Context: an optimization exercise on an open-source flow, tuned for small area, a short achievable clock period and few clock cycles per item. The choices shown serve that exercise and are no tape-out recipe.
Only simulation tests tie the RTL to the original design; equivalence was not proved.
Power is estimated from default activity; no workload was simulated.

## design.v

```verilog
module gcd_coprocessor #( parameter W = 32, parameter P = 2 ) (
  input clk,
  input reset,
  input operands_val,
  input [W-1:0] operands_bits_A,
  input [W-1:0] operands_bits_B,
  output operands_rdy,
  output result_val,
  output [W-1:0] result_bits,
  input result_rdy
);
localparam KW = $clog2(W);
localparam S = 4;            
reg [W:0] a, b;              
reg [KW-1:0] k;
reg full;
reg bz;                      
wire az = (a == {(W+1){1'b0}});
wire kz = (k == {KW{1'b0}});
wire fin = az | bz;
wire done = full & fin & kz;
wire take = done & result_rdy;
wire load = operands_val & (~full | take);
wire step = full & ~fin;
wire restore = full & az & ~kz;
assign result_val = done;
assign result_bits = a[W-1:0] | b[W-1:0];
assign operands_rdy = ~full | take;
wire a_odd = a[0];
wire b_odd = b[0];
wire both_odd = a_odd & b_odd;
wire both_even = ~a_odd & ~b_odd;
wire [W:0] y = {(W+1){a_odd}} & ~b;
wire [W:0] r = a + y + {{W{1'b0}}, a_odd};
wire [S:0] r_lo = a[S:0] + y[S:0] + {{S{1'b0}}, a_odd};
wire swap = r[W] ^ a[W];
reg [S-1:0] sh;              
integer j;
reg found;
always @* begin
  sh = {S{1'b0}};
  found = 1'b0;
  if (both_even) begin
    sh[0] = 1'b1;
  end else begin
    for (j = 1; j < S; j = j + 1)
      if (!found && r_lo[j]) begin
        sh[j-1] = 1'b1;
        found = 1'b1;
      end
    if (!found) sh[S-1] = 1'b1;
  end
end
wire [W:0] a_ld = {1'b0, operands_bits_A};
wire [W:0] a_nx_j [0:S];
assign a_nx_j[0] = {(W+1){load}} & a_ld;
genvar gj;
generate
  for (gj = 1; gj <= S; gj = gj + 1) begin : ash
    wire [W:0] r_s = {{gj{r[W]}}, r[W:gj]};
    assign a_nx_j[gj] = a_nx_j[gj-1] | ({(W+1){~load & sh[gj-1]}} & r_s);
  end
endgenerate
wire [W:0] a_nx = a_nx_j[S];
wire a_en = load | (step & ~(a_odd & ~b_odd));
wire [W:0] a_negd = {~a[W:1], 1'b1};
wire [W:0] b_nx = load ? {1'b0, operands_bits_B}
                : step ? (b_odd ? a_negd : {b[W], b[W:1]})
                : {b[W-1:0], 1'b0};
wire b_en = load | (step & (~b_odd | (both_odd & swap))) | restore;
always @(posedge clk) begin
  if (reset) begin
    full <= 1'b0;
  end else if (load) begin
    full <= 1'b1;
  end else if (take) begin
    full <= 1'b0;
  end
end
always @(posedge clk) begin
  if (a_en) a <= a_nx;
  if (b_en) b <= b_nx;
  if (load) begin
    k <= {KW{1'b0}};
    bz <= (operands_bits_B == {W{1'b0}});
  end else if (step) begin
    if (both_even)
      k <= k + 1'b1;
  end else if (restore) begin
    k <= k - 1'b1;
  end
end
endmodule
```

## run.sh

```bash
#!/bin/bash
# synth_recipe.tcl (not shown) runs the flow's synth.tcl, then flattens the netlist and writes it again
# the make line also repeats each setting of config.mk as NAME=value (left out here)
make -C /OpenROAD-flow-scripts/flow DESIGN_CONFIG=/design/flow/config.mk WORK_HOME=/design/flow/orfs CLKGATE_MAP_FILE= SYNTH_SCRIPT=/design/flow/synth_recipe.tcl finish
```

## config.mk

```make
export PLATFORM = sky130hd
export DESIGN_NAME = gcd_coprocessor
export DESIGN_NICKNAME = gcd_coprocessor
export VERILOG_FILES = /design/flow/design.v
export SDC_FILE = /design/flow/constraint.sdc
export NUM_CORES = 4
export LEC_CHECK = 0
export CAP_MARGIN = 20
export CORE_MARGIN = 2
export CORE_UTILIZATION = 30
export SLEW_MARGIN = 20
```

## constraint.sdc

```tcl
create_clock -name core_clock -period 4.0 [get_ports {clk}]
set_input_delay 0.8000 -clock core_clock [delete_from_list [all_inputs] [get_ports {clk}]]
set_output_delay 0.8000 -clock core_clock [all_outputs]
set_load 0.01 [all_outputs]
```

==> impl.org, run 1 <==
** STA
- For the final routed database, the setup TNS stands at 0 ns.
- Setup violations remaining at the end of the flow were counted as 0.
- The routed design could run at a clock period as short as 3.76 ns.
- Fmax achieved :: 266 MHz
- Setup slack after layout :: 0.238 ns
- Fraction of the cycle the final worst path needs :: 94.0%
- The count of final max-slew check failures came to 0.
- Measured slew at the worst slew-check pin :: 1.09 ns
- Between clock sinks in the finished design, the worst skew comes to 0.00779 ns.
- The total count of hold-check failures in the final report is 0.
- Measured against its own limit, the worst slew margin works out to 26.9%.
- Setup repair after global routing left no endpoint under its margin.

** Finish
- Cells with a size suffix above 1 make up 8.55% of the layout.
- The repair_antennas step left the layout with diodes totalling 0.
- Relative to the synthesized area, the layout overhead comes to 24.1%.
- Total Nets Final :: 1023
- Share of the core filled with cells :: 38.2%
- Commonest non-fill, non-tap cells in the layout :: sky130_fd_sc_hd__clkdlybuf4s50_1, sky130_fd_sc_hd__nor2_1, sky130_fd_sc_hd__a21oi_1
- The library cell used most frequently in the layout, excluding fill and tap cells, is sky130_fd_sc_hd__clkdlybuf4s50_1.

** Power and ir drop
- Of the total power, the clock network draws 11.4%.
- Combinational group share of total power :: 68.1%
- Summed over all nets, the switching power comes to 3880 uW.
- Portion of total power attributed to sequential cells :: 20.5%
- Peak supply drop :: 0.321 mV
- For this design the ratio of total power to cell area is 934 nW/um^2.
- Power comes to 7850 uW.
- Switching portion of total power :: 49.4%
- Internal power summed over all cells :: 3970 uW
- In this run the static leakage power is 0.00324 uW.

** Clocking
- Clock latency on the worst-skew pair, taken at its later pin, is 0.36 ns.
- TritonCTS built the clock tree.
- Number of buffers created by CTS :: 9
- Clock Tree Root :: sky130_fd_sc_hd__clkbuf_16
- CTS saw 73 sinks.
- Hold-fix buffers, CTS :: 0
- Maximum buffer depth of the clock tree :: 2
- Clock-pin slew was measured on the worst setup and hold paths at 0.06 ns.
- Number of setup buffers added after CTS :: 0
- The H-tree generated during clock tree synthesis spans 3 levels.
- Gates resized during post-CTS repair numbered 0.

** Setup path
- For this design, the slowest cell found on the critical path is sky130_fd_sc_hd__nor4_1.
- Capture instance of the worst register-to-register path :: b[16]
- Register-to-register setup slack :: 0.44 ns
- Required @ worst endpoint :: 3.20 ns
- Largest incremental delay on the critical path :: 0.66 ns
- Counting both buffers and inverters, the worst setup path holds a total of 1.
- Worst reg2reg path startpoint :: a[0]
- The worst setup path is captured at a primary output.
- The worst setup path is launched from a flop.
- Critical path, cell by cell :: nor4_1 -> and4_1 -> a31oi_2 -> o31ai_4 -> clkdlybuf4s50_1
- The number of cells on the worst reg-to-reg path is 13.
- Family of cells with the greatest summed delay on the critical path :: simple AND/OR/NAND/NOR gates
- Setup Crit Path Kind :: flop to primary output
- Arrival time worst endpoint :: 2.96 ns
- Highest net fanout along the worst path :: 4

** Detailed routing
- First-iteration detailed-routing DRC count :: 645
- Overall via count from detail_route :: 6606
- Per-cell routed wire length :: 19.0 microns
- After detailed routing, the number of remaining DRC violations is 0.
- Total wire length :: 22.9 mm
- First drt pass iteration count :: 5
- In the routed layout, each cell is associated on average with a via count of 5.49.
- The detail route stage leaves a number of antenna-violating nets equal to 0.

** Placed design
- Number of port buffers :: 101
- Routability cong. :: 0.891
- Post-place setup slack :: 0.486 ns
- The HPWL after detailed placement is 17.3 mm.

** Global route
- Number of global-route vias before repair :: 6252
- Antenna violations before repair :: 0
- Entering global routing, the biggest net connects 105 pins.
- Total grt overflow :: 0
- Tot GR Track Use :: 19.0%
- First-pass GRT wire length :: 35.7 mm

** Logic synthesis
- Post-synth top flop :: sky130_fd_sc_hd__edfxtp_1
- The top cell type by area accounts for 29.7% of the synthesized area.
- The synthesized design contains 73 register bits.
- The largest total area in the synthesized netlist belongs to sky130_fd_sc_hd__edfxtp_1.
- Yosys mapped a number of flops with a built-in enable equal to 67.
- A synthesized cell averages 8.12 sq um.
- Netlist area before placement :: 6780 sq um
- The number of nets in the synthesized netlist is 939.
- Cells after Synth :: 835
- Fraction of registers with async set or reset after synthesis :: 0%
- Top post-synthesis cells by area :: sky130_fd_sc_hd__edfxtp_1, sky130_fd_sc_hd__a21oi_1, sky130_fd_sc_hd__ha_1
- For this run, the number of Yosys warnings is 1.
- Sequential-to-total area share from yosys stat :: 31.5%
- Yosys mapped the design onto 59 distinct sky130hd cell types.

** Die
- Width of the chip :: 154 microns
- Initial core utilization :: 30.8%
- Overall die height :: 154 microns
- Row generation in the floorplan step produced 54 rows.
- In this run the count of I/O pins placed on the die edge is 102.
- The floorplan step defined a die boundary enclosing 23800 sq um.
- The region available for standard cell placement spans 22000 sq um.

** Run
- Across the run, the number of max-cap violations was 0.

** Min path
- In this run the most critical hold path is launched from k[4].
- Cells on Worst Hold Path :: 2
- The worst hold path terminates at k[4].
- Path category of the worst min-delay check :: flop to flop

** Run status
- Outcome :: no timing/DRC/antenna violations
state kept, by name (all words and copies together), names as in the netlist:
register  flops
a            33
b            33
k             5
bz            1
full          1
power by group through the flow:
stage          registers (uW)  logic [uW]  clock network, uW
6_report                 1610        5350                895
4_1_cts                  1620        5260                898
3_5_place_dp             1630        5240                  0
2_1_floorplan            1480        3740                  0
3_3_place_gp             1620        5260                  0
5_1_grt                  1660        5870                919
cell families after synthesis:
| group | count (synthesis) | synth area share (%) |
|---|---|---|
| simple gates | 299 | 21.5 |
| compound gates | 276 | 25.8 |
| buf+inv | 86 | 5.37 |
| flops | 73 | 31.5 |
| xor+xnor | 37 | 4.78 |
| fa+ha+maj | 36 | 6.87 |
| mux | 28 | 4.15 |
tightest hold or removal path: stages, from the launching register on:
cell	delay [ns]
sky130_fd_sc_hd__dfxtp_1	0.32
sky130_fd_sc_hd__o21ai_0	0.07
sky130_fd_sc_hd__a21oi_1	0.06
routing by layer:
metal / vias to the layer above / wire length [microns] / global-route usage (%)
li1: 3227 / - / -
met1: 3130 / 11000 / 27.4
met2: 231 / 10200 / 29.8
met3: 18 / 1360 / 2.66
met4: 0 / 332 / 5.47
met5: - / 0 / 0
synthesized netlist by cell type, drive strengths merged (3+ instances only):
| library cell | instances |
|---|---|
| o22ai | 4 |
| a22oi | 15 |
| nand2b | 4 |
| buf | 22 |
| and2 | 5 |
| xor2 | 19 |
| nand3 | 7 |
| ha | 34 |
| nand2 | 79 |
| a211oi | 14 |
| nor2b | 34 |
| a21o | 12 |
| and4 | 3 |
| xnor2 | 18 |
| or2 | 34 |
| o221ai | 6 |
| dfxtp | 6 |
| o211ai | 8 |
| o31ai | 5 |
| nor3 | 6 |
| a31oi | 9 |
| o21a | 4 |
| edfxtp | 67 |
| a311oi | 3 |
| a21oi | 88 |
| inv | 40 |
| a221o | 10 |
| mux2i | 27 |
| clkbuf | 24 |
| nor2 | 90 |
| nor3b | 3 |
| or3 | 4 |
| nor4 | 18 |
| and3 | 5 |
| o21ai | 78 |
| a221oi | 9 |
| nand4 | 7 |
per-stage QoR:
stage / hold WS (ns) / std cells / area [sq um]
6_report: 0.486 / 1204 / 8410
5_1_grt: 0.535 / 1204 / 8410
4_1_cts: 0.496 / 1204 / 8410
3_5_place_dp: 0.488 / 1188 / 8100
3_3_place_gp: 0.479 / 1188 / 8100
2_1_floorplan: 0.458 / 835 / 6780
cell type report:
class	count	area, sq um
Fill cell	2288	13600
Multi-Input combinational cell	676	4300
Clock inverter	5	80.1
Inverter	40	150
Tap cell	280	350
Clock buffer	11	233
Sequential cell	73	2130
Timing Repair Buffer	119	1170
worst max path at each step:
stage	startpoint	to	slack, ns	cells past startpoint
2_1_floorplan	a[0]	b[0]	0.10	13
3_3_place_gp	a[0]	b[15]	0.56	13
3_5_place_dp	a[0]	b[15]	0.49	13
4_1_cts	a[13]	operands_rdy	0.34	5
5_1_grt	a[0]	b[20]	0.19	13
6_report	a[13]	operands_rdy	0.24	5
Testbench counts, summed over its fixed seeds: cycles 107,856, items 4,800.
==> inputs of run 2 (changes only) <==
==> flow/run.sh (new file) <==
#!/bin/bash
# The standard layout (the standard.sh, all ORFS steps), with the port
# buffers that ORFS's buffer_ports adds made of sky130_fd_sc_hd__buf_1.
# Every port still gets its own buffer; the resizer may upsize them.
# make's full output goes to standard.log; ORFS's per-step logs are under
# orfs/logs/.
set -euo pipefail
export BUFFER_PORTS_ARGS="-buffer_cell sky130_fd_sc_hd__buf_1"
bash standard.sh > standard.log 2>&1
==> standard.sh (new file) <==
#!/bin/bash
# synth_recipe.tcl (not shown) runs the flow's synth.tcl, then flattens the netlist and writes it again
# the make line also repeats each setting of config.mk as NAME=value (left out here)
make -C /OpenROAD-flow-scripts/flow DESIGN_CONFIG=/design/flow/config.mk WORK_HOME=/design/flow/orfs CLKGATE_MAP_FILE= SYNTH_SCRIPT=/design/flow/synth_recipe.tcl "${@:-finish}"
--- a/config.mk
+++ b/config.mk
@@ -7,5 +7,6 @@
 export LEC_CHECK = 0
 export CAP_MARGIN = 20
 export CORE_MARGIN = 2
-export CORE_UTILIZATION = 30
+export CORE_UTILIZATION = 65
+export CTS_BUF_LIST = sky130_fd_sc_hd__clkbuf_8
 export SLEW_MARGIN = 20
removed: run.sh
==> run 2 against run 1 <==
Flip-flop and latch count stayed put. Worst hold slack better by 0.028 ns. Register-to-register slack got worse by 0.11 ns. Non-clock buffer count down 5. Critical path depth rose by 8. Global-route usage is 19 points higher. First-iteration DRC count grew 38%. Utilization increased by 34 points. Clock-buffer cell count shrank 2. Fmax grew 2.6%. Die area decreased by 53%. Combinational power down 5.2%. Critical path type is now flop to flop. Largest power group unchanged.
==> impl.org, run 2 <==
** Setup path
- Crit path buf inv count :: 2 (was 1)
- The data required time of the worst path is 4.06 ns (was 3.20 ns).
- Setup Crit Path Kind :: flop to flop (was flop to primary output)
- The kind of capture point of the worst setup path is a flop (was primary output).
- Master of the slowest instance on the critical path :: sky130_fd_sc_hd__edfxtp_1 (was sky130_fd_sc_hd__nor4_1)
- The critical path launch point type was a flop (unchanged).
- Family of cells with the greatest summed delay on the critical path :: compound AO/OA/AOI/OAI gates (was simple AND/OR/NAND/NOR gates)
- Arrival time worst endpoint :: 3.73 ns (was 2.96 ns)
- The worst-path maximum fanout came to 34 (was 4).
- The largest stage delay on the critical path was 0.46 ns (was 0.66 ns).
- Critical path, cell by cell: buf_4 -> nor2b_1 -> ha_1 -> a21oi_1 -> o211ai_1 -> a22oi_1 -> nand2_1 -> nor2_1 -> o21ai_0 -> a21oi_1 -> xnor2_1 -> o21ai_2 -> buf_4 (was nor4_1 -> and4_1 -> a31oi_2 -> o31ai_4 -> clkdlybuf4s50_1).

** Clocking
- The number of instances resized during post-cts repair was 0 (unchanged).
- The number of clock sinks seen by CTS came to 73 (unchanged).
- The clock transition time at the flip-flop clock pins of the worst setup and hold paths was 0.09 ns (was 0.06 ns).
- The TritonCTS buffer count is 9 (unchanged).
- Clock Tree Root :: sky130_fd_sc_hd__clkbuf_8 (was sky130_fd_sc_hd__clkbuf_16)
- Maximum buffer depth of the clock tree :: 2 (unchanged)
- The clock tree from TritonCTS is built (unchanged).
- The quantity of hold-fixing buffers added after cts came to 0 (unchanged).
- Clock network latency to the later pin of the worst-skew pair :: 0.39 ns (was 0.36 ns)
- Number of setup buffers added after CTS :: 0 (unchanged)
- # H-tree levels :: 3 (unchanged)

** Logic synthesis
- Share of the synthesized area in the top cell type :: 29.7% (unchanged)
- Post-synth top cells: sky130_fd_sc_hd__nor2_1, sky130_fd_sc_hd__a21oi_1, sky130_fd_sc_hd__nand2_1 (unchanged).
- Top post-synthesis cells by area: sky130_fd_sc_hd__edfxtp_1, sky130_fd_sc_hd__a21oi_1, sky130_fd_sc_hd__ha_1 (unchanged).
- Mapped Nets :: 939 (unchanged)
- The most frequent cell after synthesis was sky130_fd_sc_hd__nor2_1 (unchanged).
- Post-synth cell types :: 59 (unchanged)
- Number of enable flip-flop cells after synthesis :: 67 (unchanged)
- The total of warnings raised by yosys is 1 (unchanged).
- Sequential-to-total area share from yosys stat :: 31.5% (unchanged)
- Fraction of registers with async set or reset after synthesis :: 0% (unchanged)
- Netlist area before placement :: 6780 sq um (unchanged)
- The average size of a mapped cell came to 8.12 sq um (unchanged).
- Post-synth top flop :: sky130_fd_sc_hd__edfxtp_1 (unchanged)
- The post-synthesis register bit count is 73 (unchanged).
- Dominant cell type by area after synthesis :: sky130_fd_sc_hd__edfxtp_1 (unchanged)
- The number of instances in the synthesized netlist came to 835 (unchanged).

** Die
- Row count :: 37 (was 54)
- Width of the chip :: 106 microns (was 154 microns)
- Initial core utilization :: 66.2% (was 30.8%)
- The height of the chip was 106 microns (was 154 microns).
- Number of primary I/O pins :: 102 (unchanged)
- Core footprint :: 10200 sq um (was 22000 sq um)
- Area of the die :: 11300 sq um (was 23800 sq um)

** Placed design
- The cell area after placement was 7230 sq um (was 8100 sq um).
- The final weighted congestion of routability-driven global placement came to 1.02 (was 0.891).
- Number of port buffers :: 101 (unchanged)
- Detailed placer's ending HPWL :: 16.0 mm (was 17.3 mm)

** Detailed routing
- First drt pass iteration count :: 8 (was 5)
- Per-cell routed wire length :: 20.0 microns (was 19.0 microns)
- The residual antenna-violating net count after detailed routing is 0 (unchanged).
- The detailed-route via count was 6910 (was 6606).
- The final wirelength is 21.1 mm (was 22.9 mm).
- The DRC violation count after routing came to 0 (unchanged).
- Via-per-instance ratio :: 6.55 (was 5.49)
- The violation count after the first detailed-route iteration came to 888 (was 645).

** Min path
- The classification of the worst-slack hold path is flop to flop (unchanged).

** Finish
- Finished Cell Area :: 7400 sq um (was 8410 sq um)
- Diodes inserted :: 0 (unchanged)
- P&R area growth vs syn :: 9.21% (was 24.1%)
- The fraction of final layout cells sized beyond drive strength 1 was 8.49% (was 8.55%).
- Commonest non-fill, non-tap cells in the layout :: sky130_fd_sc_hd__buf_1, sky130_fd_sc_hd__nor2_1, sky130_fd_sc_hd__a21oi_1 (was sky130_fd_sc_hd__clkdlybuf4s50_1, sky130_fd_sc_hd__nor2_1, sky130_fd_sc_hd__a21oi_1)
- The commonest non-fill, non-tap cell in the layout is sky130_fd_sc_hd__buf_1 (was sky130_fd_sc_hd__clkdlybuf4s50_1).
- Top flop regs: a (33), b (33), k (5) (unchanged).
- The final layout net count is 1018 (was 1023).

** STA
- The worst clock skew is 0.0194 ns (was 0.00779 ns).
- The maximum operating frequency was 273 MHz (was 266 MHz).
- Final count of pins violating max slew :: 0 (unchanged)
- Measured slew at the worst slew-check pin :: 0.796 ns (was 1.09 ns)
- The part of the cycle the worst path needs came to 91.6% (was 94.0%).
- The post-route setup TNS is 0 ns (unchanged).
- Final critical path time including I/O delays and setup :: 3.67 ns (was 3.76 ns)
- The worst relative slew slack came to 46.9% (was 26.9%).
- RSZ-0062 raised after global routing: no (unchanged).
- Final hold violation count :: 0 (unchanged)
- Finish-stage setup viols :: 0 (unchanged)

** Run status
- Outcome: no timing/DRC/antenna violations (unchanged).

** Global route
- Number of global-route vias before repair :: 6360 (was 6252)
- The global-route wire length before repair was 33.0 mm (was 35.7 mm).
- Total grt overflow :: 0 (unchanged)
- The maximum number of pins on one net before global-route repair came to 65 (was 105).
- The overall fraction of global-route tracks in use is 37.7% (was 19.0%).
- Antenna violations before repair :: 0 (unchanged)

** Run
- The max-cap violation count was 0 (unchanged).

** Power and ir drop
- Peak supply drop :: 0.960 mV (was 0.321 mV)
- The leakage component of the power was 0.00287 uW (was 0.00324 uW).
- The power density normalized to cell area came to 987 nW/um^2 (was 934 nW/um^2).
==> run 2: cell counts after synthesis <==
Identical to the previous run, type by type.
==> run 2: final timing paths <==
kind	cells past startpoint	startpoint	slack, ns	end
worst max register to register	13	a[0]	0.33	b[0]
worst min register to register	2	k[4]	0.51	k[4]
worst min-delay path	2	k[4]	0.51	k[4]
worst max-delay path	13	a[0]	0.33	b[0]
==> run 2: layout make-up <==
cell class | instances | area, sq um
multi-input combinational | 676 | 4290
fill | 865 | 2830
sequential | 73 | 2130
timing repair buffer | 114 | 489
tap | 136 | 170
inverter | 40 | 150
clock buffer | 9 | 124
clock inverter | 7 | 45.0
==> run 2: worst register-to-register path, stage by stage (launching register included) <==
cell and delay [ns]:
sky130_fd_sc_hd__edfxtp_1 0.46, sky130_fd_sc_hd__buf_4 0.27, sky130_fd_sc_hd__nor2b_1 0.18, sky130_fd_sc_hd__ha_1 0.38
sky130_fd_sc_hd__a21oi_1 0.36, sky130_fd_sc_hd__o211ai_1 0.16, sky130_fd_sc_hd__a22oi_1 0.19, sky130_fd_sc_hd__nand2_1 0.11
sky130_fd_sc_hd__nor2_1 0.22, sky130_fd_sc_hd__o21ai_0 0.11, sky130_fd_sc_hd__a21oi_1 0.28, sky130_fd_sc_hd__xnor2_1 0.16
sky130_fd_sc_hd__o21ai_2 0.17, sky130_fd_sc_hd__buf_4 0.30
==> run 2: report_power, final <==
part           internal, uW  leakage, uW  switching [uW]
combinational          1870      0.00208            3190
sequential             1290     0.000706             421
clock                   223    0.0000891             310
total                  3390      0.00287            3920
==> run 2: through the flow <==
stage,worst slack (ns),instances,util (%),hold WS [ns],power (uW)
2_1_floorplan,0.101,835,-,0.458,5220
3_3_place_gp,0.594,1039,70.7,0.470,6460
3_5_place_dp,0.429,1039,70.7,0.497,6580
4_1_cts,0.429,1055,72.3,0.515,7130
5_1_grt,0.0848,1055,72.3,0.573,7810
6_report,0.334,1055,72.3,0.514,7310
==> run 2: metal layers <==
metal	wire, microns	global-route usage, %	share of wire (%)	up-vias
li1	-	-	-	3220
met1	9190	55.8	44	3128
met2	8920	53.7	42	496
met3	2290	6.87	11	66
met4	712	16.5	3.4	0
met5	0	0	0	-
==> run 2: kinds of logic after synthesis <==
family,Yosys count,synth area share [%]
AO/OA/AOI/OAI,276,25.8
XOR/XNOR,37,4.78
adder cells (fa/ha/maj),36,6.87
AND/OR/NAND/NOR,299,21.5
flip-flops,73,31.5
multiplexers,28,4.15
buffers and inverters,86,5.37
==> inputs of run 3 (changes only) <==
--- a/config.mk
+++ b/config.mk
@@ -9,4 +9,5 @@
 export CORE_MARGIN = 2
 export CORE_UTILIZATION = 65
 export CTS_BUF_LIST = sky130_fd_sc_hd__clkbuf_8
+export SETUP_SLACK_MARGIN = 0.8
 export SLEW_MARGIN = 20
==> run 3 against run 2 <==
Design area grew 14%. Synthesized cell count unchanged. Synthesized area unchanged. Critical endpoint is now a[30].
==> impl.org, run 3 <==
** Run status
- Outcome :: no timing/DRC/antenna violations (unchanged)

** Detailed routing
- Via-per-instance ratio :: 6.73 (was 6.55)
- DRC :: 0 (unchanged)
- The detailed-route via count is 7380 (was 6910).
- Residual antenna-violating net count after detailed routing :: 0 (unchanged)
- Per-cell routed wire length :: 20.9 microns (was 20.0 microns)
- The violation count after the first detailed-route iteration came to 1129 (was 888).
- First drt pass iteration count :: 7 (was 8)
- The final wirelength is 23.0 mm (was 21.1 mm).

** STA
- Final count of pins violating max slew :: 0 (unchanged)
- Relative max-transition margin :: 42.7% (was 46.9%)
- The worst clock skew is 0.0197 ns (was 0.0194 ns).
- The total setup violations reported at the end of the flow was 0 (unchanged).
- The maximum operating frequency came to 305 MHz (was 273 MHz).
- The worst-margin pin slew was 0.859 ns (was 0.796 ns).
- RSZ-0062 raised after global routing: yes (was no).
- The post-route setup TNS came to 0 ns (unchanged).
- Fraction of the cycle the final worst path needs :: 82.0% (was 91.6%)
- Final critical path time including I/O delays and setup :: 3.28 ns (was 3.67 ns)
- The total count of hold-check failures in the final report was 0 (unchanged).

** Run
- Number of maximum-capacitance violations :: 0 (unchanged)

** Global route
- Number of global-route vias before repair :: 6584 (was 6360)
- First-pass GRT wire length :: 32.9 mm (was 33.0 mm)
- The aggregate global routing overflow came to 0 (unchanged).
- The initial antenna violation count is 0 (unchanged).
- The overall fraction of global-route tracks in use is 37.3% (was 37.7%).
- Maximum number of pins on one net before global-route repair :: 65 (unchanged)

** Setup path
- Critical path, cell by cell :: buf_6 -> nor2b_4 -> fa_2 -> a211oi_2 -> o211a_1 -> a211oi_2 -> o211a_1 -> buf_4 -> o21a_1 -> o211ai_1 -> buf_4 -> o21ai_0 -> a21oi_1 -> nor2_1 (was buf_4 -> nor2b_1 -> ha_1 -> a21oi_1 -> o211ai_1 -> a22oi_1 -> nand2_1 -> nor2_1 -> o21ai_0 -> a21oi_1 -> xnor2_1 -> o21ai_2 -> buf_4)
- Register-to-register setup slack :: 0.72 ns (was 0.33 ns)
- The cell type group with the largest total delay on the critical path is compound AO/OA/AOI/OAI gates (unchanged).
- The standard cell with the maximum stage delay on the critical path is sky130_fd_sc_hd__edfxtp_1 (unchanged).
- CP Launch Type :: flop (unchanged)
- The largest stage delay on the critical path is 0.44 ns (was 0.46 ns).
- Arrival time worst endpoint :: 3.42 ns (was 3.73 ns)
- Crit. End Element :: flop (unchanged)
- Required @ worst endpoint :: 4.14 ns (was 4.06 ns)
- The terminus of the critical flop-to-flop path is a[30] (was b[0]).
- Setup Crit Path Kind :: flop to flop (unchanged)
- The cell depth of the worst flop-to-flop path is 14 (was 13).
- Crit path buf inv count :: 3 (was 2)
- The launch instance of the worst register-to-register path is a[0] (unchanged).
- The worst-path maximum fanout was 6 (was 34).

** Logic synthesis
- The area of the mapped netlist was 6780 sq um (unchanged).
- Top post-synthesis cells by area: sky130_fd_sc_hd__edfxtp_1, sky130_fd_sc_hd__a21oi_1, sky130_fd_sc_hd__ha_1 (unchanged).
- Post-synth cell types :: 59 (unchanged)
- Share of the synthesized area in the top cell type :: 29.7% (unchanged)
- The sequential-to-total area share from yosys stat is 31.5% (unchanged).
- The most frequently used flop master after synthesis is sky130_fd_sc_hd__edfxtp_1 (unchanged).
- Mapped Nets :: 939 (unchanged)
- The most frequent cell after synthesis was sky130_fd_sc_hd__nor2_1 (unchanged).
- Average cell area after synthesis :: 8.12 sq um (unchanged)
- Fraction of registers with async set or reset after synthesis :: 0% (unchanged)
- Cells after Synth :: 835 (unchanged)
- The post-synthesis register bit count came to 73 (unchanged).
- The total of warnings raised by yosys is 1 (unchanged).
- Number of enable flip-flop cells after synthesis :: 67 (unchanged)
- The biggest area consumer among synthesized cells was sky130_fd_sc_hd__edfxtp_1 (unchanged).
- Post-synth top cells :: sky130_fd_sc_hd__nor2_1, sky130_fd_sc_hd__a21oi_1, sky130_fd_sc_hd__nand2_1 (unchanged)

** Power and ir drop
- The leakage component of the power came to 0.00321 uW (was 0.00287 uW).
- Power per unit of standard cell area :: 1050 nW/um^2 (was 987 nW/um^2)
- The largest vdd supply drop was 0.935 mV (was 0.960 mV).
- The total design power was 8850 uW (was 7310 uW).

** Placed design
- The number of port buffers was 101 (unchanged).
- The total half-perimeter wirelength after legalization and detailed placement was 15.3 mm (was 16.0 mm).
- The final weighted congestion of routability-driven global placement is 0.982 (was 1.02).

** Die
- The row count is 37 (unchanged).
- Area of the die :: 11300 sq um (unchanged)
- Initial core utilization :: 66.2% (unchanged)
- The core footprint is 10200 sq um (unchanged).
- The die boundary width is 106 microns (unchanged).
- The height of the chip is 106 microns (unchanged).
- The number of I/O pins came to 102 (unchanged).

** Finish
- The area added between synthesis and finish came to 24.4% (was 9.21%).
- The final layout net count is 1059 (was 1018).
- Commonest non-fill, non-tap cells in the layout: sky130_fd_sc_hd__buf_1, sky130_fd_sc_hd__nor2_1, sky130_fd_sc_hd__a21oi_1 (unchanged).
- The antenna diode count is 0 (unchanged).
- FILL cells :: 651 (was 865)
- The utilization of the core after routing came to 82.4% (was 72.3%).
- The register cell area after layout came to 2130 sq um (unchanged).
- The multi-input logic area came to 4900 sq um (was 4290 sq um).
- Top flop regs: a (33), b (33), k (5) (unchanged).
- The fraction of final layout cells sized beyond drive strength 1 was 21.3% (was 8.49%).
- Most frequent standard cell in the layout excluding fill and tap cells :: sky130_fd_sc_hd__buf_1 (unchanged)

** Min path
- Hold Crit Start :: k[4] (unchanged)
- WHS Endpoint :: k[4] (unchanged)
- Cells on Worst Hold Path :: 2 (unchanged)
- The classification of the worst-slack hold path is flop to flop (unchanged).

** Clocking
- The source-to-sink clock delay at the later pin of the worst-skew pair is 0.40 ns (was 0.39 ns).
- The TritonCTS buffer count is 9 (unchanged).
- The master cell of the clock root buffer was sky130_fd_sc_hd__clkbuf_8 (unchanged).
- Clock sinks :: 73 (unchanged)
- The CTS H-tree depth came to 3 (unchanged).
- Clock transition at the registers of the reported paths :: 0.09 ns (about the same)
- Maximum buffer depth of the clock tree :: 2 (unchanged)
- Clock tree from TritonCTS :: built (unchanged)
- The quantity of hold-fixing buffers added after cts came to 0 (unchanged).
## run 3: changes by cell type in the layout (fill, tap and decap cells not counted), sizes merged
cell / before / now
clkbuf: 9 / 10
buf: 114 / 154
clkinv: 5 / 3
bufinv: 0 / 2
## run 3: through the flow
stage	hold WS (ns)	setup WS [ns]	std cells	cell area, sq um
2_1_floorplan	0.458	0.625	835	6850
3_3_place_gp	0.471	0.462	1039	7270
3_5_place_dp	0.514	0.357	1039	7270
4_1_cts	0.542	0.806	1071	7740
5_1_grt	0.581	0.627	1096	8430
6_report	0.532	0.718	1096	8430
## run 3: per-layer routing
metal	wire, microns	GRT usage [%]	part of all wire (%)	up-vias
li1	-	-	-	3303
met1	9030	52.2	39	3374
met2	10400	56.1	45	601
met3	2640	7.91	12	102
met4	933	15.8	4.1	0
met5	0	0	0	-
## run 3: timing repair
action / 4_1_cts / 5_1_grt
setup endpoints to repair: 122 / 120
cloned: 1 / 1
resized for setup: 18 / 101
endpoints found under the hold margin: 0 / 0
setup buffers: 15 / 24
pin swaps: 13 / 35
## run 3: cell families (layout without fill, tap and decap cells)
family	Yosys count	after routing	synth area share, %
buffers and inverters	86	211	5.37
XOR/XNOR	37	37	4.78
adder cells (fa/ha/maj)	36	36	6.87
AND/OR/NAND/NOR	299	299	21.5
multiplexers	28	28	4.15
AO/OA/AOI/OAI	276	276	25.8
flip-flops	73	73	31.5
## run 3: power breakdown
group          internal [uW]  total (uW)  switching (uW)
Combinational           2660        6440            3790
Sequential              1290        1730             444
Clock                    351         673             322
## run 3: worst register-to-register path: cells and delay by family, from the launching register on
kind	cells	cell delay (ns)
AOI/OAI and AO/OA	8	1.54
buffers and inverters	3	0.53
DFF	1	0.44
adders and majority gates	1	0.37
and+or+nand+nor	2	0.18
## run 3: worst max path at each step
| stage | from | to | slack, ns | cells after the start |
|---|---|---|---|---|
| after floorplan | a[0] | b[0] | 0.63 | 13 |
| after global placement | a[0] | b[2] | 0.46 | 12 |
| after detailed placement | a[0] | b[28] | 0.36 | 12 |
| after CTS | a[24] | b[18] | 0.81 | 10 |
| after global routing | a[0] | a[28] | 0.63 | 13 |
| final | a[0] | a[30] | 0.72 | 14 |
## run 3: cell type report
cell class,instances,area share [%]
flip-flops and latches,73,25.3
multi-input cells,676,58.1
inverters,40,1.78
well taps,136,2.02
clock inverters,7,1.11
repair buffers,155,10.2
clock buffers,9,1.47
==> inputs of run 4 (changes only) <==
--- a/design.v
+++ b/design.v
@@ -52,22 +52,28 @@
   end
 end
 wire [W:0] a_ld = {1'b0, operands_bits_A};
+wire a_en = load | (step & ~(a_odd & ~b_odd));
 wire [W:0] a_nx_j [0:S];
-assign a_nx_j[0] = {(W+1){load}} & a_ld;
+assign a_nx_j[0] = ({(W+1){load}} & a_ld) | ({(W+1){~a_en}} & a);
 genvar gj;
 generate
   for (gj = 1; gj <= S; gj = gj + 1) begin : ash
     wire [W:0] r_s = {{gj{r[W]}}, r[W:gj]};
-    assign a_nx_j[gj] = a_nx_j[gj-1] | ({(W+1){~load & sh[gj-1]}} & r_s);
+    assign a_nx_j[gj] = a_nx_j[gj-1] | ({(W+1){a_en & ~load & sh[gj-1]}} & r_s);
   end
 endgenerate
 wire [W:0] a_nx = a_nx_j[S];
-wire a_en = load | (step & ~(a_odd & ~b_odd));
 wire [W:0] a_negd = {~a[W:1], 1'b1};
-wire [W:0] b_nx = load ? {1'b0, operands_bits_B}
-                : step ? (b_odd ? a_negd : {b[W], b[W:1]})
-                : {b[W-1:0], 1'b0};
-wire b_en = load | (step & (~b_odd | (both_odd & swap))) | restore;
+wire b_ld = load;
+wire b_ng = ~load & step & both_odd & swap;
+wire b_sr = ~load & step & ~b_odd;
+wire b_sl = ~load & restore;
+wire b_hd = ~(b_ld | b_ng | b_sr | b_sl);
+wire [W:0] b_nx = ({(W+1){b_ld}} & {1'b0, operands_bits_B})
+                | ({(W+1){b_ng}} & a_negd)
+                | ({(W+1){b_sr}} & {b[W], b[W:1]})
+                | ({(W+1){b_sl}} & {b[W-1:0], 1'b0})
+                | ({(W+1){b_hd}} & b);
 always @(posedge clk) begin
   if (reset) begin
     full <= 1'b0;
@@ -78,8 +84,8 @@
   end
 end
 always @(posedge clk) begin
-  if (a_en) a <= a_nx;
-  if (b_en) b <= b_nx;
+  a <= a_nx;
+  b <= b_nx;
   if (load) begin
     k <= {KW{1'b0}};
     bz <= (operands_bits_B == {W{1'b0}});
--- a/config.mk
+++ b/config.mk
@@ -9,5 +9,4 @@
 export CORE_MARGIN = 2
 export CORE_UTILIZATION = 65
 export CTS_BUF_LIST = sky130_fd_sc_hd__clkbuf_8
-export SETUP_SLACK_MARGIN = 0.8
 export SLEW_MARGIN = 20
==> run 4 against run 3 <==
Still clean on timing, DRC and antenna. Worst setup slack worse by 0.45 ns. Die area decreased by 12%. Global-route usage rose by 1.5 points. Critical path depth unchanged. Clock power down 18%. Worst hold slack improved by 0.0022 ns. Clock skew shrank 0.0055 ns. Clock-buffer cell count is 1 higher. Critical endpoint is now a[28].
==> impl.org, run 4 <==
** Run status
- Outcome :: no timing/DRC/antenna violations (unchanged)

** Global route
- The via count of the first global-routing pass came to 6250 (was 6584).
- Met3 Track Usage GR :: 8.64% (was 7.91%)
- The most crowded layer after global routing is met2 (unchanged).
- The initial antenna violation count is 0 (unchanged).
- First-pass GRT wire length :: 30.8 mm (was 32.9 mm)
- Tot GR Track Use :: 38.9% (was 37.3%)
- Routing usage on met1 :: 48.8% (was 52.2%)
- The aggregate global routing overflow came to 0 (unchanged).
- Maximum number of pins on one net before global-route repair :: 41 (was 65)
- The met2 usage in global routing came to 62.7% (was 56.1%).

** Logic synthesis
- Mapped Nets :: 856 (was 939)
- Number of enable flip-flop cells after synthesis :: 1 (was 67)
- The biggest area consumer among synthesized cells was sky130_fd_sc_hd__dfxtp_1 (was sky130_fd_sc_hd__edfxtp_1).
- Number of storage elements in the synthesis netlist :: 73 (unchanged)
- Number of warnings printed during yosys synthesis :: 1 (unchanged)
- Share of the synthesized area in the top cell type :: 24.4% (was 29.7%)
- Post-synth top cells :: sky130_fd_sc_hd__nand2_1, sky130_fd_sc_hd__dfxtp_1, sky130_fd_sc_hd__nor2_1 (was sky130_fd_sc_hd__nor2_1, sky130_fd_sc_hd__a21oi_1, sky130_fd_sc_hd__nand2_1)
- The number of distinct library cells after synthesis came to 66 (was 59).
- The sequential-to-total area share from yosys stat was 24.9% (was 31.5%).
- Cells after Synth :: 752 (was 835)
- The area of the mapped netlist came to 5920 sq um (was 6780 sq um).
- Average cell area after synthesis :: 7.87 sq um (was 8.12 sq um)
- Most instantiated library cell after synthesis :: sky130_fd_sc_hd__nand2_1 (was sky130_fd_sc_hd__nor2_1)
- Top post-synthesis cells by area :: sky130_fd_sc_hd__dfxtp_1, sky130_fd_sc_hd__a222oi_1, sky130_fd_sc_hd__ha_1 (was sky130_fd_sc_hd__edfxtp_1, sky130_fd_sc_hd__a21oi_1, sky130_fd_sc_hd__ha_1)
- Post-synth top flop :: sky130_fd_sc_hd__dfxtp_1 (was sky130_fd_sc_hd__edfxtp_1)
- Fraction of registers with async set or reset after synthesis :: 0% (unchanged)

** STA
- The time the final worst path needs with I/O delays and setup came to 3.74 ns (was 3.28 ns).
- Fmax achieved :: 268 MHz (was 305 MHz)
- Final setup skew :: 0.0143 ns (was 0.0197 ns)
- Finish-stage setup viols :: 0 (unchanged)
- Worst hold margin :: 0.534 ns (was 0.532 ns)
- Relative max-transition margin :: 24.6% (was 42.7%)
- Final count of pins violating max slew :: 0 (unchanged)
- The total count of hold-check failures in the final report came to 0 (unchanged).
- The worst-margin pin slew was 1.13 ns (was 0.859 ns).
- RSZ-0062 raised after global routing: no (was yes).
- The part of the cycle the worst path needs was 93.4% (was 82.0%).
- The post-route setup TNS was 0 ns (unchanged).

** Clocking
- Clock tree from TritonCTS :: built (unchanged)
- Clock transition at the registers of the reported paths :: 0.09 ns (about the same)
- The TritonCTS buffer count is 9 (unchanged).
- # H-tree levels :: 3 (unchanged)
- The source-to-sink clock delay at the later pin of the worst-skew pair came to 0.37 ns (was 0.40 ns).
- Maximum buffer depth of the clock tree :: 2 (unchanged)
- The master cell of the clock root buffer is sky130_fd_sc_hd__clkbuf_8 (unchanged).
- The number of clock sinks seen by CTS came to 73 (unchanged).
- Post-CTS resize count :: 0 (was 18)
- Number of setup buffers added after CTS :: 0 (was 15)
- Hold-fix buffers, CTS :: 0 (unchanged)

** Setup path
- Total stage count of the critical path :: 14 (unchanged)
- Crit. End Element :: flop (unchanged)
- The data arrival time at the worst-slack endpoint is 3.98 ns (was 3.42 ns).
- Critical path, cell by cell :: inv_1 -> buf_4 -> buf_4 -> nor2_1 -> ha_1 -> a211oi_1 -> nor2_1 -> o31ai_1 -> o311ai_2 -> o2bb2ai_1 -> a211oi_4 -> o21ai_0 -> xnor2_1 -> a211o_1 (was buf_6 -> nor2b_4 -> fa_2 -> a211oi_2 -> o211a_1 -> a211oi_2 -> o211a_1 -> buf_4 -> o21a_1 -> o211ai_1 -> buf_4 -> o21ai_0 -> a21oi_1 -> nor2_1)
- The cell type group with the largest total delay on the critical path is compound AO/OA/AOI/OAI gates (unchanged).
- The worst-path maximum fanout came to 25 (was 6).
- The worst setup path endpoint is a[28] (was a[30]).
- Capture instance of the worst register-to-register path :: a[28] (was a[30])
- The critical path launch point type was a flop (unchanged).
- Largest incremental delay on the critical path :: 0.38 ns (was 0.44 ns)
- R2R cell count :: 14 (unchanged)
- The sum of buffers and inverters on the critical path is 3 (unchanged).
- The setup slack of the most critical reg-to-reg path was 0.26 ns (was 0.72 ns).
- The launch instance of the worst register-to-register path was a[0] (unchanged).
- Crit path from :: a[0] (unchanged)
- Master of the slowest instance on the critical path :: sky130_fd_sc_hd__a211oi_4 (was sky130_fd_sc_hd__edfxtp_1)
- Required @ worst endpoint :: 4.24 ns (was 4.14 ns)
- The category of the critical setup timing path was flop to flop (unchanged).

** Die
- The row count came to 34 (was 37).
- The overall die area was 9880 sq um (was 11300 sq um).
- Width of the chip :: 99.4 microns (was 106 microns)
- Initial core utilization :: 67.5% (was 66.2%)
- Overall die height :: 99.4 microns (was 106 microns)
- Core footprint :: 8760 sq um (was 10200 sq um)
- The number of I/O pins is 102 (unchanged).

** Min path
- The classification of the worst-slack hold path is flop to flop (unchanged).
- The launch instance of the worst min-delay path was k[2] (was k[4]).

** Finish
- Top flop regs :: a (33), b (33), k (5) (unchanged)
- Total Nets Final :: 935 (was 1059)
- Most frequent standard cell in the layout excluding fill and tap cells :: sky130_fd_sc_hd__buf_1 (unchanged)
- Diodes inserted :: 0 (unchanged)
- P&R area growth vs syn :: 10.6% (was 24.4%)
- Share of final-layout standard cells stronger than drive strength 1 :: 9.81% (was 21.3%)
- Commonest non-fill, non-tap cells in the layout: sky130_fd_sc_hd__buf_1, sky130_fd_sc_hd__nand2_1, sky130_fd_sc_hd__dfxtp_1 (was sky130_fd_sc_hd__buf_1, sky130_fd_sc_hd__nor2_1, sky130_fd_sc_hd__a21oi_1).

** Placed design
- Routability cong. :: 1.01 (was 0.982)
- The total half-perimeter wirelength after legalization and detailed placement came to 14.1 mm (was 15.3 mm).
- Number of port buffers :: 101 (unchanged)

** Power and ir drop
- Pleak :: 0.00254 uW (was 0.00321 uW)
- Power per unit of standard cell area :: 1010 nW/um^2 (was 1050 nW/um^2)
- The largest vdd supply drop is 0.553 mV (was 0.935 mV).

** Detailed routing
- Residual antenna-violating net count after detailed routing :: 0 (unchanged)
- First-iteration detailed-routing DRC count :: 722 (was 1129)
- The final wirelength was 19.4 mm (was 23.0 mm).
- DRC :: 0 (unchanged)
- Overall via count from detail_route :: 6662 (was 7380)
- Via-per-instance ratio :: 7.06 (was 6.73)
- Per-cell routed wire length :: 20.5 microns (was 20.9 microns)
- The number of iterations in the first detailed-routing pass is 6 (was 7).

** Run
- The max-cap violation count is 0 (unchanged).
-- run 4: cell count changes after synthesis, sizes merged, moves of 20 or more --
cell	previous run	this run
edfxtp	67	1
o21ai	78	30
dfxtp	6	72
nor2b	34	4
o211ai	8	50
nor2	90	70
a222oi	1	45
a21oi	88	33
mux2i	27	3
inv	40	9
-- run 4: kinds of logic after synthesis --
| family | Yosys count | share of synthesized area (%) |
|---|---|---|
| XOR/XNOR | 35 | 5.18 |
| adder cells (fa/ha/maj) | 36 | 7.87 |
| AND/OR/NAND/NOR | 285 | 23.6 |
| multiplexers | 5 | 0.888 |
| flip-flops | 73 | 24.9 |
| AO/OA/AOI/OAI | 258 | 33.4 |
| buffers and inverters | 60 | 4.19 |
-- run 4: final cells by class --
class	instances	area [sq um]
Clock buffer	10	138
Clock inverter	6	36.3
Fill cell	721	2220
Inverter	9	33.8
Multi-Input combinational cell	619	4220
Sequential cell	73	1470
Tap cell	108	135
Timing Repair Buffer	119	514
-- run 4: worst register-to-register path, stage by stage (launching register included) --
cell                        delay, ns
sky130_fd_sc_hd__dfxtp_1         0.32
sky130_fd_sc_hd__inv_1           0.08
sky130_fd_sc_hd__buf_4           0.31
sky130_fd_sc_hd__buf_4           0.22
sky130_fd_sc_hd__nor2_1          0.06
sky130_fd_sc_hd__ha_1            0.36
sky130_fd_sc_hd__a211oi_1        0.30
sky130_fd_sc_hd__nor2_1          0.11
sky130_fd_sc_hd__o31ai_1         0.31
sky130_fd_sc_hd__o311ai_2        0.23
sky130_fd_sc_hd__o2bb2ai_1       0.25
sky130_fd_sc_hd__a211oi_4        0.39
sky130_fd_sc_hd__o21ai_0         0.16
sky130_fd_sc_hd__xnor2_1         0.20
sky130_fd_sc_hd__a211o_1         0.33
-- run 4: metal layers --
layer | wire length (microns) | part of all wire, %
met5 | 0 | 0
met4 | 788 | 4.1
met3 | 2220 | 11
met2 | 8980 | 46
met1 | 7360 | 38
-- run 4: worst min path at each step --
stage,endpoint,slack (ns),depth (start not counted)
global placement,a[3],0.50,2
floorplan,a[3],0.46,2
finish,k[2],0.53,2
detailed placement,k[2],0.52,2
global route,b[22],0.57,1
CTS,k[2],0.53,2
-- run 4: per-stage QoR --
| stage | setup slack, ns | util (%) | instances | instance area (sq um) | total power [uW] |
|---|---|---|---|---|---|
| 2_1_floorplan | 0.559 | - | 752 | 5920 | 4720 |
| 3_3_place_gp | 0.500 | 72.7 | 928 | 6370 | 5810 |
| 3_5_place_dp | 0.402 | 72.7 | 928 | 6370 | 5890 |
| 4_1_cts | 0.375 | 74.7 | 944 | 6540 | 6450 |
| 5_1_grt | 0.0313 | 74.7 | 944 | 6540 | 7070 |
| 6_report | 0.264 | 74.7 | 944 | 6540 | 6600 |
-- run 4: report_power, final --
group,internal (uW),switching (uW)
registers,1060,521
logic,1710,2760
clock network,238,314
total,3010,3590
Testbench counts of run 4, summed over its fixed seeds: cycles 107,856, items 4,800.
==> inputs of run 5 (changes only) <==
--- a/config.mk
+++ b/config.mk
@@ -9,4 +9,5 @@
 export CORE_MARGIN = 2
 export CORE_UTILIZATION = 65
 export CTS_BUF_LIST = sky130_fd_sc_hd__clkbuf_8
+export SETUP_SLACK_MARGIN = 0.4
 export SLEW_MARGIN = 20
==> run 5 against run 4 <==
Synthesized area is the same. Flip-flop and latch count is the same. Worst setup slack gained 0.27 ns. Clock skew grew 0.0014 ns. Total power grew 1.5%.
==> impl.org, run 5 <==
** Run status
- Outcome: no timing/DRC/antenna violations (unchanged).

** STA
- RSZ-0062 raised after global routing :: no (unchanged)
- The total count of hold-check failures in the final report was 0 (unchanged).
- Relative max-transition margin :: 40.7% (was 24.6%)
- The count of final max-slew check failures was 0 (unchanged).
- The worst clock skew came to 0.0156 ns (was 0.0143 ns).
- Fmax achieved :: 289 MHz (was 268 MHz)
- Accumulated negative setup slack :: 0 ns (unchanged)
- The time the final worst path needs with I/O delays and setup came to 3.46 ns (was 3.74 ns).
- Fraction of the cycle the final worst path needs :: 86.6% (was 93.4%)
- The total setup violations reported at the end of the flow was 0 (unchanged).
- Measured slew at the worst slew-check pin :: 0.888 ns (was 1.13 ns)

** Die
- Number of primary I/O pins :: 102 (unchanged)
- Row count :: 34 (unchanged)
- The overall die area came to 9880 sq um (unchanged).
- The height of the chip was 99.4 microns (unchanged).
- The core footprint came to 8760 sq um (unchanged).
- Initial core utilization :: 67.5% (unchanged)
- The die boundary width is 99.4 microns (unchanged).

** Setup path
- Master of the slowest instance on the critical path :: sky130_fd_sc_hd__a222oi_1 (was sky130_fd_sc_hd__a211oi_4)
- Highest net fanout along the worst path :: 25 (unchanged)
- CP Launch Type :: flop (unchanged)
- The data arrival time at the worst-slack endpoint came to 3.70 ns (was 3.98 ns).
- Critical path, cell by cell :: inv_1 -> buf_8 -> buf_4 -> nor2_1 -> ha_1 -> a211oi_2 -> nor2_1 -> o31ai_1 -> o311ai_2 -> o2bb2ai_2 -> a211oi_1 -> xnor2_1 -> a222oi_1 -> nand2_1 (was inv_1 -> buf_4 -> buf_4 -> nor2_1 -> ha_1 -> a211oi_1 -> nor2_1 -> o31ai_1 -> o311ai_2 -> o2bb2ai_1 -> a211oi_4 -> o21ai_0 -> xnor2_1 -> a211o_1)
- Crit. End Element :: flop (unchanged)
- The setup slack of the most critical reg-to-reg path came to 0.54 ns (was 0.26 ns).
- Cell repeated most along the worst path :: sky130_fd_sc_hd__nor2_1
- The largest stage delay on the critical path was 0.38 ns (about the same).
- Required @ worst endpoint :: 4.24 ns (about the same)
- Setup Crit Path Kind :: flop to flop (unchanged)

** Power and ir drop
- Portion of total power attributed to sequential cells :: 23.6% (was 23.9%)
- The power density normalized to cell area is 1010 nW/um^2 (about the same).
- The switching power as a share of total power came to 54.3% (was 54.4%).
- The part of the total power dissipated in the clock network was 8.2% (was 8.4%).
- Peak supply drop :: 0.575 mV (was 0.553 mV)
- Pleak :: 0.00257 uW (was 0.00254 uW)
- The net switching power came to 3640 uW (was 3590 uW).
- Internal power summed over all cells :: 3060 uW (was 3010 uW)
- The combinational group share of total power is 68.2% (was 67.7%).

** Detailed routing
- The routed length per placed instance was 20.5 microns (about the same).
- The violation count after the first detailed-route iteration was 746 (was 722).
- Overall via count from detail_route :: 6697 (was 6662)
- First drt pass iteration count :: 8 (was 6)
- The final wirelength was 19.4 mm (about the same).
- DRC :: 0 (unchanged)
- Residual antenna-violating net count after detailed routing :: 0 (unchanged)
- The routed via count divided by cell count came to 7.08 (was 7.06).

** Global route
- First-pass GRT wire length :: 30.9 mm (was 30.8 mm)
- The initial antenna violation count came to 0 (unchanged).
- The maximum number of pins on one net before global-route repair is 41 (unchanged).
- The aggregate global routing overflow came to 0 (unchanged).
- Tot GR Track Use :: 38.9% (about the same)
- The via count of the first global-routing pass was 6264 (was 6250).

** Logic synthesis
- The number of flops mapped to enable cells by yosys was 1 (unchanged).
- Top post-synthesis cells by area: sky130_fd_sc_hd__dfxtp_1, sky130_fd_sc_hd__a222oi_1, sky130_fd_sc_hd__ha_1 (unchanged).
- Most instantiated library cell after synthesis :: sky130_fd_sc_hd__nand2_1 (unchanged)
- The area of the mapped netlist came to 5920 sq um (unchanged).
- Fraction of registers with async set or reset after synthesis :: 0% (unchanged)
- Post-synth top flop :: sky130_fd_sc_hd__dfxtp_1 (unchanged)
- The share of Yosys cell area claimed by the top area cell type is 24.4% (unchanged).
- Sequential-to-total area share from yosys stat :: 24.9% (unchanged)
- Post-synth top cells: sky130_fd_sc_hd__nand2_1, sky130_fd_sc_hd__dfxtp_1, sky130_fd_sc_hd__nor2_1 (unchanged).
- Mapped Nets :: 856 (unchanged)
- Post-synth cell types :: 66 (unchanged)
- The total of warnings raised by yosys came to 1 (unchanged).
- The biggest area consumer among synthesized cells was sky130_fd_sc_hd__dfxtp_1 (unchanged).
- The average size of a mapped cell is 7.87 sq um (unchanged).
- Cells after Synth :: 752 (unchanged)
- The post-synthesis register bit count is 73 (unchanged).

** Placed design
- The final weighted congestion of routability-driven global placement was 1.01 (unchanged).
- Detailed placer's ending HPWL :: 14.1 mm (unchanged)
- Number of port buffers :: 101 (unchanged)
- Placed standard-cell area :: 6370 sq um (unchanged)

** Finish
- The filler cell count is 714 (was 721).
- The final layout net count is 937 (was 935).
- P&R area growth vs syn :: 11.8% (was 10.6%)
- The antenna diode count is 0 (unchanged).
- Share of final-layout standard cells stronger than drive strength 1 :: 11.0% (was 9.81%)
- Finished Cell Area :: 6620 sq um (was 6540 sq um)
- Commonest non-fill, non-tap cells in the layout: sky130_fd_sc_hd__buf_1, sky130_fd_sc_hd__nand2_1, sky130_fd_sc_hd__dfxtp_1 (unchanged).
- Top flop regs :: a (33), b (33), k (5) (unchanged)
- The commonest non-fill, non-tap cell in the layout is sky130_fd_sc_hd__buf_1 (unchanged).

** Clocking
- The TritonCTS buffer count is 9 (unchanged).
- # H-tree levels :: 3 (unchanged)
- The number of clock sinks seen by CTS came to 73 (unchanged).
- Clock tree from TritonCTS :: built (unchanged)
- The master cell of the clock root buffer is sky130_fd_sc_hd__clkbuf_8 (unchanged).
- The source-to-sink clock delay at the later pin of the worst-skew pair came to 0.36 ns (was 0.37 ns).
- Maximum buffer depth of the clock tree :: 2 (unchanged)
- Clock transition at the registers of the reported paths :: 0.09 ns (about the same)

** Run
- Number of maximum-capacitance violations :: 0 (unchanged)

** Min path
- Path category of the worst min-delay check :: flop to flop (unchanged)
run 5: cell counts after synthesis:
No cell type changed its count.
run 5: final timing paths:
kind	start	endpoint	cells after the start
worst min-delay path	k[2]	k[2]	2
worst max register to register	a[0]	a[16]	14
worst max-delay path	a[0]	a[16]	14
worst min register to register	k[2]	k[2]	2
run 5: cell families after synthesis:
group / count (synthesis) / synth area share [%]
xor gates and xnor gates: 35 / 5.18
AOI/OAI and AO/OA: 258 / 33.4
buffers and inverters: 60 / 4.19
muxes: 5 / 0.888
adders and majority gates: 36 / 7.87
and+or+nand+nor: 285 / 23.6
DFF: 73 / 24.9
run 5: through the flow:
stage | total power (uW) | util [%] | setup WS, ns | hold WS (ns) | std cells
final | 6700 | 75.5 | 0.535 | 0.535 | 946
after global routing | 7170 | 75.5 | 0.404 | 0.569 | 946
after CTS | 6470 | 74.8 | 0.415 | 0.529 | 945
after detailed placement | 5890 | 72.7 | 0.402 | 0.516 | 928
after global placement | 5810 | 72.7 | 0.500 | 0.496 | 928
after floorplan | 4720 | - | 0.559 | 0.460 | 752
run 5: final cells by class:
class                   instances  area [sq um]  area share [%]
clock buffers                  10           138            2.08
repair buffers                121           541            8.17
inverters                       9          33.8           0.511
multi-input cells             619          4260            64.4
well taps                     108           135            2.04
flip-flops and latches         73          1470            22.2
clock inverters                 6          36.3           0.549
run 5: worst max-delay path: cells and delay by family, from the launching register on:
kind	cells	cell delay, ns
AND/OR/NAND/NOR	3	0.26
adder cells (fa/ha/maj)	1	0.36
AO/OA/AOI/OAI	6	1.71
buffers and inverters	3	0.50
XOR/XNOR	1	0.20
flip-flops	1	0.31
run 5: what timing repair did:
action                     4_1_cts  5_1_grt
hold buffers                     0        0
setup buffers                    1        1
setup endpoints to repair        8       42
resized for setup                2       11
pin swaps                        2        1
run 5: power by group through the flow:
stage | sequential [uW] | combinational (uW) | clock [uW]
floorplan | 1350 | 3370 | 0
global placement | 1560 | 4250 | 0
detailed placement | 1560 | 4320 | 0
CTS | 1550 | 4380 | 540
global route | 1620 | 4980 | 573
finish | 1580 | 4570 | 549
run 5: layer usage:
metal  track usage, %  vias to the layer above  part of all wire, %
li1                 -                     3097                    -
met2             62.6                      431                   46
met3             8.08                       66                   11
met5                0                        -                    0
met1             49.2                     3103                   39
met4             20.7                        0                  4.1
==> inputs of run 6 (changes only) <==
--- a/design.v
+++ b/design.v
@@ -27,10 +27,12 @@
 assign result_bits = a[W-1:0] | b[W-1:0];
 assign operands_rdy = ~full | take;
 wire a_odd = a[0];
+reg a_even;
 wire b_odd = b[0];
 wire both_odd = a_odd & b_odd;
 wire both_even = ~a_odd & ~b_odd;
-wire [W:0] y = {(W+1){a_odd}} & ~b;
+localparam WH = (W + 1) / 2;
+wire [W:0] y = {{(W+1-WH){~a_even}}, {WH{a_odd}}} & ~b;
 wire [W:0] r = a + y + {{W{1'b0}}, a_odd};
 wire [S:0] r_lo = a[S:0] + y[S:0] + {{S{1'b0}}, a_odd};
 wire swap = r[W] ^ a[W];
@@ -85,6 +87,7 @@
 end
 always @(posedge clk) begin
   a <= a_nx;
+  a_even <= ~a_nx[0];
   b <= b_nx;
   if (load) begin
     k <= {KW{1'b0}};
--- a/config.mk
+++ b/config.mk
@@ -9,5 +9,4 @@
 export CORE_MARGIN = 2
 export CORE_UTILIZATION = 65
 export CTS_BUF_LIST = sky130_fd_sc_hd__clkbuf_8
-export SETUP_SLACK_MARGIN = 0.4
 export SLEW_MARGIN = 20
==> run 6 against run 5 <==
Worst hold slack got worse by 0.012 ns. Die area fell by 1.5%. Flip-flop and latch count rose by 1. Clock skew fell by 0.0039 ns. Final cell count fell by 3.9%. First-iteration DRC count fell by 6.3%. Global-route usage fell by 1.1 points. Synthesized area fell by 1.6%. Routed wire length fell by 3.9%. Clock-buffer cell count rose by 1. Clock power rose by 17%. Combinational power fell by 4.8%. Critical endpoint is now a[22].
==> impl.org, run 6 <==
** Run status
- Outcome: no timing/DRC/antenna violations (unchanged).

** Logic synthesis
- The number of instances in the synthesized netlist was 721 (was 752).
- The xor and xnor area share after synthesis came to 5.72% (was 5.18%).
- Post-synth top cells :: sky130_fd_sc_hd__nand2_1, sky130_fd_sc_hd__dfxtp_1, sky130_fd_sc_hd__nor2_1 (unchanged)
- Adder and majority gate portion of the synthesized area :: 7.99% (was 7.87%)
- The share of Yosys cell area claimed by the top area cell type was 25.1% (was 24.4%).
- The average size of a mapped cell was 8.07 sq um (was 7.87 sq um).
- Mapped Nets :: 825 (was 856)
- Netlist area before placement :: 5820 sq um (was 5920 sq um)
- The share of synthesized registers carrying an async set or reset is 0% (unchanged).
- The sequential-to-total area share from yosys stat is 25.6% (was 24.9%).
- Synth Area in Compound Gates :: 33.8% (was 33.4%)
- Number of storage elements in the synthesis netlist :: 74 (was 73)
- Top post-synthesis cells by area: sky130_fd_sc_hd__dfxtp_1, sky130_fd_sc_hd__a222oi_1, sky130_fd_sc_hd__ha_1 (unchanged).
- Dominant cell type by area after synthesis :: sky130_fd_sc_hd__dfxtp_1 (unchanged)
- The dominant combinational cell family by area after synthesis is compound AO/OA/AOI/OAI gates (unchanged).
- Basic-gate share of the synthesized area counting and, or, nand and nor cells :: 20.8% (was 23.6%)
- Post-synth top flop :: sky130_fd_sc_hd__dfxtp_1 (unchanged)
- Most instantiated library cell after synthesis :: sky130_fd_sc_hd__nand2_1 (unchanged)
- The mux share of post-synthesis cell area was 1.05% (was 0.888%).
- Number of warnings printed during yosys synthesis :: 1 (unchanged)
- Number of enable flip-flop cells after synthesis :: 1 (unchanged)
- The number of distinct library cells after synthesis was 64 (was 66).

** Detailed routing
- Via-per-instance ratio :: 7.11 (was 7.08)
- The routed length per placed instance is 20.5 microns (about the same).
- DRC :: 0 (unchanged)
- First drt pass iteration count :: 9 (was 8)
- The detailed-route via count is 6460 (was 6697).
- Residual antenna-violating net count after detailed routing :: 0 (unchanged)
- The violation count after the first detailed-route iteration was 699 (was 746).
- The final wirelength came to 18.6 mm (was 19.4 mm).

** Power and ir drop
- The leakage component of the power was 0.00251 uW (was 0.00257 uW).
- The power density normalized to cell area was 1010 nW/um^2 (about the same).
- Peak supply drop :: 0.456 mV (was 0.575 mV)
- Power Total :: 6530 uW (was 6700 uW)

** Finish
- Commonest non-fill, non-tap cells in the layout: sky130_fd_sc_hd__buf_1, sky130_fd_sc_hd__nand2_1, sky130_fd_sc_hd__dfxtp_1 (unchanged).
- Area used by multi-input combinational logic :: 4040 sq um (was 4260 sq um)
- The final layout net count came to 900 (was 937).
- Sequential cell area :: 1490 sq um (was 1470 sq um)
- Share of final-layout standard cells stronger than drive strength 1 :: 9.86% (was 11.0%)
- P&R area growth vs syn :: 10.4% (was 11.8%)
- Diodes inserted :: 0 (unchanged)
- FILL cells :: 714 (unchanged)
- The commonest non-fill, non-tap cell in the layout is sky130_fd_sc_hd__buf_1 (unchanged).
- Top flop regs: a (33), b (33), k (5) (unchanged).

** Global route
- The via count of the first global-routing pass was 6129 (was 6264).
- The aggregate global routing overflow came to 0 (unchanged).
- The maximum number of pins on one net before global-route repair came to 37 (was 41).
- Antenna violations before repair :: 0 (unchanged)
- The global-route wire length before repair came to 30.0 mm (was 30.9 mm).
- Tot GR Track Use :: 37.9% (was 38.9%)

** Clocking
- The post-CTS repair timing setup buffer count is 0 (was 1).
- # H-tree levels :: 3 (unchanged)
- The clock transition time at the flip-flop clock pins of the worst setup and hold paths was 0.09 ns (about the same).
- The master cell of the clock root buffer is sky130_fd_sc_hd__clkbuf_8 (unchanged).
- Clock network latency to the later pin of the worst-skew pair :: 0.37 ns (was 0.36 ns)
- The deepest clock path buffer count was 2 (unchanged).
- Clock tree from TritonCTS :: built (unchanged)
- Number of buffers created by CTS :: 9 (unchanged)
- The number of clock sinks seen by CTS is 74 (was 73).

** Placed design
- Detailed placer's ending HPWL :: 13.6 mm (was 14.1 mm)
- Routability cong. :: 1.02 (was 1.01)
- Number of port buffers :: 101 (unchanged)

** STA
- Final critical path time including I/O delays and setup :: 3.63 ns (was 3.46 ns)
- The maximum operating frequency is 275 MHz (was 289 MHz).
- RSZ-0062 raised after global routing: no (unchanged).
- Final hold violation count :: 0 (unchanged)
- Measured slew at the worst slew-check pin :: 0.925 ns (was 0.888 ns)
- The post-route setup TNS was 0 ns (unchanged).
- Final count of pins violating max slew :: 0 (unchanged)
- Final setup skew :: 0.0118 ns (was 0.0156 ns)
- Worst hold margin :: 0.523 ns (was 0.535 ns)
- Relative max-transition margin :: 38.3% (was 40.7%)
- The total setup violations reported at the end of the flow came to 0 (unchanged).
- Fraction of the cycle the final worst path needs :: 90.8% (was 86.6%)

** Die
- Initial core utilization :: 66.8% (was 67.5%)
- Number of primary I/O pins :: 102 (unchanged)
- The row count is 34 (unchanged).
- Core footprint :: 8720 sq um (was 8760 sq um)
- Area of the die :: 9730 sq um (was 9880 sq um)
- Width of the chip :: 98.6 microns (was 99.4 microns)
- The height of the chip was 98.6 microns (was 99.4 microns).

** Setup path
- Critical path, cell by cell :: inv_1 -> nor2_1 -> ha_1 -> a211oi_1 -> nor2_1 -> o41ai_1 -> a21oi_1 -> a21oi_2 -> xnor2_1 -> a222oi_1 -> o21ai_0 -> a221o_1 (was inv_1 -> buf_8 -> buf_4 -> nor2_1 -> ha_1 -> a211oi_2 -> nor2_1 -> o31ai_1 -> o311ai_2 -> o2bb2ai_2 -> a211oi_1 -> xnor2_1 -> a222oi_1 -> nand2_1)
- Highest net fanout along the worst path :: 16 (was 25)
- Setup Crit Path Kind :: flop to flop (unchanged)
- The cell type group with the largest total delay on the critical path is compound AO/OA/AOI/OAI gates (unchanged).
- Crit. End Element :: flop (unchanged)
- The data required time of the worst path came to 4.26 ns (was 4.24 ns).
- Cell repeated most along the worst path :: sky130_fd_sc_hd__nor2_1 (unchanged)
- The setup slack of the most critical reg-to-reg path is 0.37 ns (was 0.54 ns).
- Master of the slowest instance on the critical path :: sky130_fd_sc_hd__o41ai_1 (was sky130_fd_sc_hd__a222oi_1)
- The largest stage delay on the critical path came to 0.40 ns (was 0.38 ns).
- The critical path launch point type is a flop (unchanged).
- Crit path buf inv count :: 1 (was 3)
- The data arrival time at the worst-slack endpoint was 3.89 ns (was 3.70 ns).

** Min path
- Path category of the worst min-delay check :: flop to flop (unchanged)

** Run
- The max-cap violation count came to 0 (unchanged).
## run 6: logic make-up (layout without fill, tap and decap cells)
family,Yosys count,after routing
AOI/OAI and AO/OA,250,250
xor gates and xnor gates,38,38
adders and majority gates,36,36
buffers and inverters,66,146
DFF,74,74
muxes,6,6
and+or+nand+nor,251,251
## run 6: path summary, 6_finish.rpt
| kind | start | to | cells after the start |
|---|---|---|---|
| worst min register to register | k[4] | k[4] | 2 |
| worst max-delay path | a[0] | a[22] | 12 |
| worst max register to register | a[0] | a[22] | 12 |
| worst min-delay path | k[4] | k[4] | 2 |
## run 6: report_power, final
part / switching (uW) / internal [uW]
Sequential: 475 / 1050
Clock: 317 / 326
Combinational: 2650 / 1700
## run 6: layer usage
layer / track usage (%) / wire length (microns) / vias to the layer above
met5: 0 / 0 / -
met3: 5.67 / 1740 / 74
met4: 19.1 / 772 / 0
li1: - / - / 2956
met1: 48.1 / 7470 / 3008
met2: 62.6 / 8650 / 422
## run 6: per-stage QoR
stage | utilization, % | instances | cell area (sq um) | setup WS, ns
2_1_floorplan | - | 721 | 5820 | 0.568
4_1_cts | 73.7 | 909 | 6430 | 0.348
6_report | 73.7 | 909 | 6430 | 0.369
3_5_place_dp | 71.3 | 893 | 6210 | 0.398
3_3_place_gp | 71.3 | 893 | 6210 | 0.561
5_1_grt | 73.7 | 909 | 6430 | 0.114
## run 6: cell type report
class / count / area share (%)
Multi-Input combinational cell: 581 / 62.9
Sequential cell: 74 / 23.2
Timing Repair Buffer: 117 / 7.76
Clock buffer: 11 / 2.35
Tap cell: 108 / 2.10
Clock inverter: 5 / 0.934
Inverter: 13 / 0.759
## run 6: what timing repair did
action                     in CTS  in global routing
hold buffers                    0                  0
setup endpoints to repair       0                  1
resized for setup               0                  1
## run 6: worst min-delay path, stage by stage (launching register included)
cell and delay (ns):
sky130_fd_sc_hd__dfxtp_1 0.35, sky130_fd_sc_hd__xor2_1 0.07, sky130_fd_sc_hd__nor2_1 0.07
Testbench counts of run 6, summed over its fixed seeds: cycles 107,856, items 4,800.

==> afterwards: timing with drivers on the ports <==
The results above use ideal ports. As a check the final layouts listed here were re-extracted and re-timed, cells and wires unchanged.
Step 1 assumes that a clkbuf_16 drives the clock port and a buf_2 every other input.
Step 2, shift: input delay + t, output delay - t, t = (earliest + latest rising clock arrival at the registers) / 2. This alone moves slack from input paths to output paths.
Slacks: ideal / step 1 / step 2; pairs: ideal / step 1.
run | shift t [ns] | setup WS [ns] | worst hold slack (ns) | worst data-port slew with drivers (ns)
run 1 | 0.395 | 0.238 / 0.195 / 0.435 | 0.486 / 0.486 / 0.486 | 0.04
run 2 | 0.413 | 0.334 / 0.334 / 0.334 | 0.514 / 0.514 / 0.514 | 0.04
run 3 | 0.425 | 0.718 / 0.718 / 0.718 | 0.532 / 0.532 / 0.532 | 0.04
run 4 | 0.396 | 0.264 / 0.264 / 0.264 | 0.534 / 0.534 / 0.534 | 0.04
run 5 | 0.390 | 0.535 / 0.535 / 0.535 | 0.535 / 0.535 / 0.535 | 0.04
run 6 | 0.401 | 0.369 / 0.369 / 0.369 | 0.523 / 0.523 / 0.523 | 0.04
After both steps every run listed still meets setup and hold.
